Context: an optimization exercise on an open-source flow, tuned for small area, a short achievable clock period and few clock cycles per item. The choices shown serve that exercise and are no tape-out recipe. Function was checked by simulation only, so behaviour that the tests miss may differ from the original.

## the previous run
Design nr_div, start of the top module:
module nr_div (
    input rstn,
    input clk,
    input [23:0] d,
    input in_valid,
    output in_ready,
    output reg [23:0] out,
    output reg out_valid,
    input out_ready
);
    wire in_norm = d[23] ? ((d[22] == 1'b0 && d[21:8] != 14'd0) || d[22:8] == 15'h4000)
                         : d[22];
    wire acc = in_valid & in_ready;
    reg        v1, v2, v3, v4, v5, v6, v7, v8, v9;
    reg        f1, f2, f3, f4, f5, f6, f7, f8, f9;    
    reg        s1, s2, s3, s4, s5, s6, s7, s8, s9;
    reg [15:0] x1;
    reg [7:0]  dl1;
    reg [7:0]  ex2, ex3, ex4, ex5, ex6, ex7, ex8, ex9;
    reg [15:0] z2, z3, z4, z6, z7, zz8;
    reg        z2h;                      
    reg [1:0]  m2h;
    reg [13:0] mp2, mp3, mp4, mp5, mp6;
    reg [26:8] pa3_a, pa3_b;
    reg        pa3_c;
    reg [11:0] ea4;
    reg [30:8] qb5_a, qb5_b;
    reg        qb5_c;
    reg [21:8] pb7_a, pb7_b;
    reg        pb7_c;
    reg [6:0]  eb8;
    reg [31:7] zc9_a, zc9_b;
    reg        zc9_c;
    reg        sbusy;                    
    reg [2:0]  ph;                       
    reg [4:0]  cnt;
    wire [16:0] sZ = {mp3[0], z3};
  ...
export LEC_CHECK = 0
export CAP_MARGIN = 20
export CORE_MARGIN = 2
export CORE_UTILIZATION = 40
export PLACE_DENSITY = 0.75
export SETUP_SLACK_MARGIN = 4.0
export SLEW_MARGIN = 20
create_clock -name core_clock -period 8.0 [get_ports {clk}]
standard.sh (not shown) runs the stock make flow with config.mk's settings and CLKGATE_MAP_FILE= SYNTH_SCRIPT=/design/flow/synth_recipe.tcl, a recipe that flattens the netlist after the stock synthesis.
==> flow/flow/run.sh <==
#!/bin/bash
# Standard layout, with one extra step between synthesis and floorplan:
# invopt.py re-polarises full and half adders and simple gates so that the
# netlist needs fewer inverters around them.  Registers are untouched.
set -euo pipefail
R=orfs/results/${FLOW_PLATFORM}/nr_div/base
bash standard.sh synth > synth.log 2>&1
cp "$R/1_2_yosys.v" "$R/1_2_yosys.std.v"
python3 flow/invopt.py "$R/1_2_yosys.std.v" "$R/1_2_yosys.v" > invopt.log 2>&1
rm -f "$R/1_synth.odb" "$R/1_synth.sdc"
bash standard.sh > layout.log 2>&1
Other scripts of this flow, unchanged in this note and not shown: flow/flow/invopt.py
The previous run | stages: all done | timing, DRC, antenna: all pass
Testbench counts of the previous run, summed over its fixed seeds: cycles 2,128, items 2,048.
The inputs of the current run differ from those of the previous run as listed below.
Settings: removing PLACE_DENSITY (formerly 0.75).
--- outcome ---
- Between the previous run and the current run, the flow reports number of post-CTS setup repair buffers increasing by a few percent.
- The smallest hold slack of the previous run and that of the current run are within noise of each other.
- Relative to the previous run, critical path depth has gone up in the current run.
- Sequential share of layout area for the current run: 0.29 points down relative to the previous run
- Compared the previous run against the current run; number of placed instances with taps included within noise.
- Per the comparison of the current run with the previous run, final area +0.89%; core utilization +0.41 points; clock distribution area overhead in the final layout +0.54 points.
- Between the previous run and the current run, measured slew at the worst slew-check pin decreased.

========
== rev 12 ==
nr_div again, from the RTL that the note above started with.
## nr_div
module nr_div (
    input rstn,
    input clk,
    input [23:0] d,
    input in_valid,
    output in_ready,
    output reg [23:0] out,
    output reg out_valid,
    input out_ready
);
export LEC_CHECK = 0
export CAP_MARGIN = 20
export CORE_MARGIN = 2
export CORE_UTILIZATION = 40
export CTS_BUF_LIST = sky130_fd_sc_hd__clkbuf_8
export CTS_CLUSTER_SIZE = 30
export SETUP_SLACK_MARGIN = 4.25
export SLEW_MARGIN = 20
create_clock -name core_clock -period 8.0 [get_ports {clk}]
==> flow/flow/run.sh <==
#!/bin/bash
# Standard layout, with one extra step between synthesis and floorplan:
# invopt.py re-polarises full and half adders and simple gates so that the
# netlist needs fewer inverters around them.  Registers are untouched.
set -euo pipefail
R=orfs/results/${FLOW_PLATFORM}/nr_div/base
export PYTHONHASHSEED=0
bash standard.sh synth > synth.log 2>&1
cp "$R/1_2_yosys.v" "$R/1_2_yosys.std.v"
python3 flow/invopt.py "$R/1_2_yosys.std.v" "$R/1_2_yosys.v" > invopt.log 2>&1
rm -f "$R/1_synth.odb" "$R/1_synth.sdc"
bash standard.sh > layout.log 2>&1
Other scripts of this flow, unchanged in this note and not shown: flow/flow/invopt.py
Testbench counts of rev 12, summed over its fixed seeds: cycles 2,128, items 2,048.
What rev 13 does differently from rev 12 at the input level:
-- flow/flow/run.sh --
<<< rev 12, line 5
set -euo pipefail
R=orfs/results/${FLOW_PLATFORM}/nr_div/base
export PYTHONHASHSEED=0
bash standard.sh synth > synth.log 2>&1
cp "$R/1_2_yosys.v" "$R/1_2_yosys.std.v"
>>> rev 13, line 5
set -euo pipefail
R=orfs/results/${FLOW_PLATFORM}/nr_div/base
bash standard.sh synth > synth.log 2>&1
cp "$R/1_2_yosys.v" "$R/1_2_yosys.std.v"
-- flow/config.mk --
<<< rev 12, line 9
export CORE_MARGIN = 2
export CORE_UTILIZATION = 40
export CTS_BUF_LIST = sky130_fd_sc_hd__clkbuf_8
export CTS_CLUSTER_SIZE = 30
export SETUP_SLACK_MARGIN = 4.25
export SLEW_MARGIN = 20
>>> rev 13, line 9
export CORE_MARGIN = 2
export CORE_UTILIZATION = 40
export SETUP_SLACK_MARGIN = 4.2
export SLEW_MARGIN = 20
- Setup slack: rev 13 less than rev 12
- In rev 13, the non-clock buffer count came out about 3.5% above the value in rev 12.
- When rev 13 is measured against rev 12, its count of instances resized after the clock tree is built turns out 28% higher.
- In rev 13, the wire length of the first global-routing pass came out 1900 µm below the value in rev 12.
- Against rev 12, rev 13 comes in 0.32 points higher on area fraction of clock buffers and clock inverters.
- Relative to rev 12, critical path depth increased by 1 in rev 13.
- On final instance area, rev 13 tracks rev 12 almost exactly.
- Total routing resource utilization after global routing in rev 13 is 0.36 points below rev 12.
- Rev 13 -> rev 12: flip-flop and latch count delta 0, exact match
- Against rev 12, total routed wirelength in rev 13 came out better.
- Rev 13 completed end to end with timing, DRC and antenna clean.

========
== wip/violet ==
Another version of the RTL of nr_div (not shown whole).
Size in the first run: about 3,800 cells after synthesis, roughly 320 flip-flops, about 54 I/O pins.
## nr_div
module nr_div (
    input rstn,
    input clk,
    input [23:0] d,
    input in_valid,
    output reg in_ready,
    output reg [23:0] out,
    output reg out_valid,
    input out_ready
);
Settings: LEC_CHECK=0, CAP_MARGIN=20, CORE_MARGIN=2, CORE_UTILIZATION=40, SETUP_SLACK_MARGIN=4.5, SLEW_MARGIN=20; clock period 8.0 ns.
run.sh (not shown) runs the stock make flow with config.mk's settings and CLKGATE_MAP_FILE= SYNTH_SCRIPT=/design/flow/synth_recipe.tcl, a recipe that flattens the netlist after the stock synthesis.
Stock flow here: none of the scripts above is used.
Testbench counts of wip/violet, summed over its fixed seeds: cycles 2,096, items 2,048.
For wip/ember, these inputs were changed with respect to wip/violet:
# wip/violet
export LEC_CHECK = 0
export CAP_MARGIN = 20
export CORE_MARGIN = 2
export CORE_UTILIZATION = 40
export SETUP_SLACK_MARGIN = 4.5
export SLEW_MARGIN = 20
create_clock -name core_clock -period 8.0 [get_ports {clk}]
# wip/ember
export LEC_CHECK = 0
export CAP_MARGIN = 20
export CORE_MARGIN = 2
export CORE_UTILIZATION = 40
export SETUP_SLACK_MARGIN = 3
export SLEW_MARGIN = 20
create_clock -name core_clock -period 8.0 [get_ports {clk}]
Results
The quantity of gates resized following cts reported for wip/ember is smaller than that of wip/violet by 57.
Summary — sequential share of layout area, wip/ember relative to wip/violet: higher, by 0.41 points.
| aggregate global-route resource usage | wip/ember vs wip/violet | 1.1 points higher |
[inputs] wip/juniper vs wip/ember
# wip/ember
export LEC_CHECK = 0
export CAP_MARGIN = 20
export CORE_MARGIN = 2
export CORE_UTILIZATION = 40
export SETUP_SLACK_MARGIN = 3
export SLEW_MARGIN = 20
create_clock -name core_clock -period 8.0 [get_ports {clk}]
# wip/juniper
export LEC_CHECK = 0
export CAP_MARGIN = 20
export CORE_MARGIN = 2
export CORE_UTILIZATION = 40
export SLEW_MARGIN = 20
create_clock -name core_clock -period 8.0 [get_ports {clk}]
==> comparison <==
wip/juniper vs. wip/ember: number of buffers and inverters on the critical path has decreased; post-layout worst setup margin lost 0.82 ns; minimum period implied by the final worst setup slack moved up; post-route fraction of the period consumed by the critical path up 10 points.

========
build 68:
Another version of the RTL of nr_div (not shown whole).
For scale: about 640 flip-flops, roughly 54 I/O pins, roughly 48000 um2 of cells after synthesis.
Settings: LEC_CHECK=0, CAP_MARGIN=20, CORE_MARGIN=2, CORE_UTILIZATION=40, SETUP_SLACK_MARGIN=3.7, SLEW_MARGIN=20; clock period 8.0 ns.
Build 68 finished every step from synthesis to the final layout, and the layout passed the timing, design-rule and antenna checks.
Testbench counts of build 68, summed over its fixed seeds: cycles 2,128, items 2,048.
What build 85 does differently from build 68 at the input level:
- SETUP_SLACK_MARGIN now 4.3, was 3.7
## What came out
Final layout net count ends up higher on build 85. Build 85 against build 68: count of mapped cells out of synthesis did not really move; global-route usage has increased.
Input-level comparison between build 87 and build 85:
- a deleted SETUP_SLACK_MARGIN that had been 4.3
[summary]
- Build 87: all stages complete, timing, DRC and antenna checks passed
- Relative to build 85, final routed wirelength across all metal layers decreased by 6.0 mm in build 87.
- Going from build 85 to build 87, minimum clock period has increased; count of plain and timing-repair buffers has decreased; proportion of cell area occupied by registers has increased.
Inputs modified between build 87 and build 23:
- SETUP_SLACK_MARGIN newly set to 5
### Flow results
Looking at maximum frequency across build 87 and build 23, the one that comes out higher is build 23.
Build 87 leaves less setup margin than build 23.
Looking only at fraction of cell area in non-clock buffers, and setting everything else aside, the higher value of build 87 and build 23 goes to build 23.
The area growth from synthesis to layout in build 23 sits 14 points above the value recorded for build 87.

## re-timing with driven ports
In the flow no input, the clock included, has a driving cell. The finished layouts below were timed again as built, in two steps.
Step 1 assumes that a clkbuf_16 drives the clock port and a buf_2 every other input.
Step 2 times the ports against the registers' clock, not the clock port: input delays grow and output delays shrink by t, the midpoint of the rising clock arrivals with the driver on.
Three values: no drivers, after step 1, after step 2; two values: the first two.
run	shift t [ns]	setup slack, ns	worst register clock-pin slew, ns	pins driven straight from the clock port
the previous run	0.674	3.952 / 3.952 / 3.616	0.07 / 0.07	1
the current run	0.702	3.936 / 3.936 / 3.698	0.07 / 0.07	1
rev 12	0.782	4.064 / 4.064 / 3.863	0.06 / 0.06	1
rev 13	0.705	4.054 / 4.054 / 3.920	0.07 / 0.07	1
wip/violet	0.615	2.045 / 2.045 / 2.045	0.06 / 0.06	1
wip/ember	0.619	1.946 / 1.946 / 1.946	0.07 / 0.07	1
wip/juniper	0.614	1.126 / 1.126 / 1.126	0.07 / 0.07	1
build 68	0.695	3.753 / 3.753 / 3.753	0.06 / 0.06	1
build 85	0.718	3.727 / 3.727 / 3.727	0.07 / 0.07	1
build 87	0.707	2.476 / 2.476 / 2.476	0.07 / 0.07	1
build 23	0.735	3.852 / 3.852 / 3.852	0.07 / 0.07	1
After both steps setup and hold are still met in every run listed. For the previous run, which loses most, drivers alone change the setup slack by 0.000 ns; drivers and shift together by -0.336 ns.
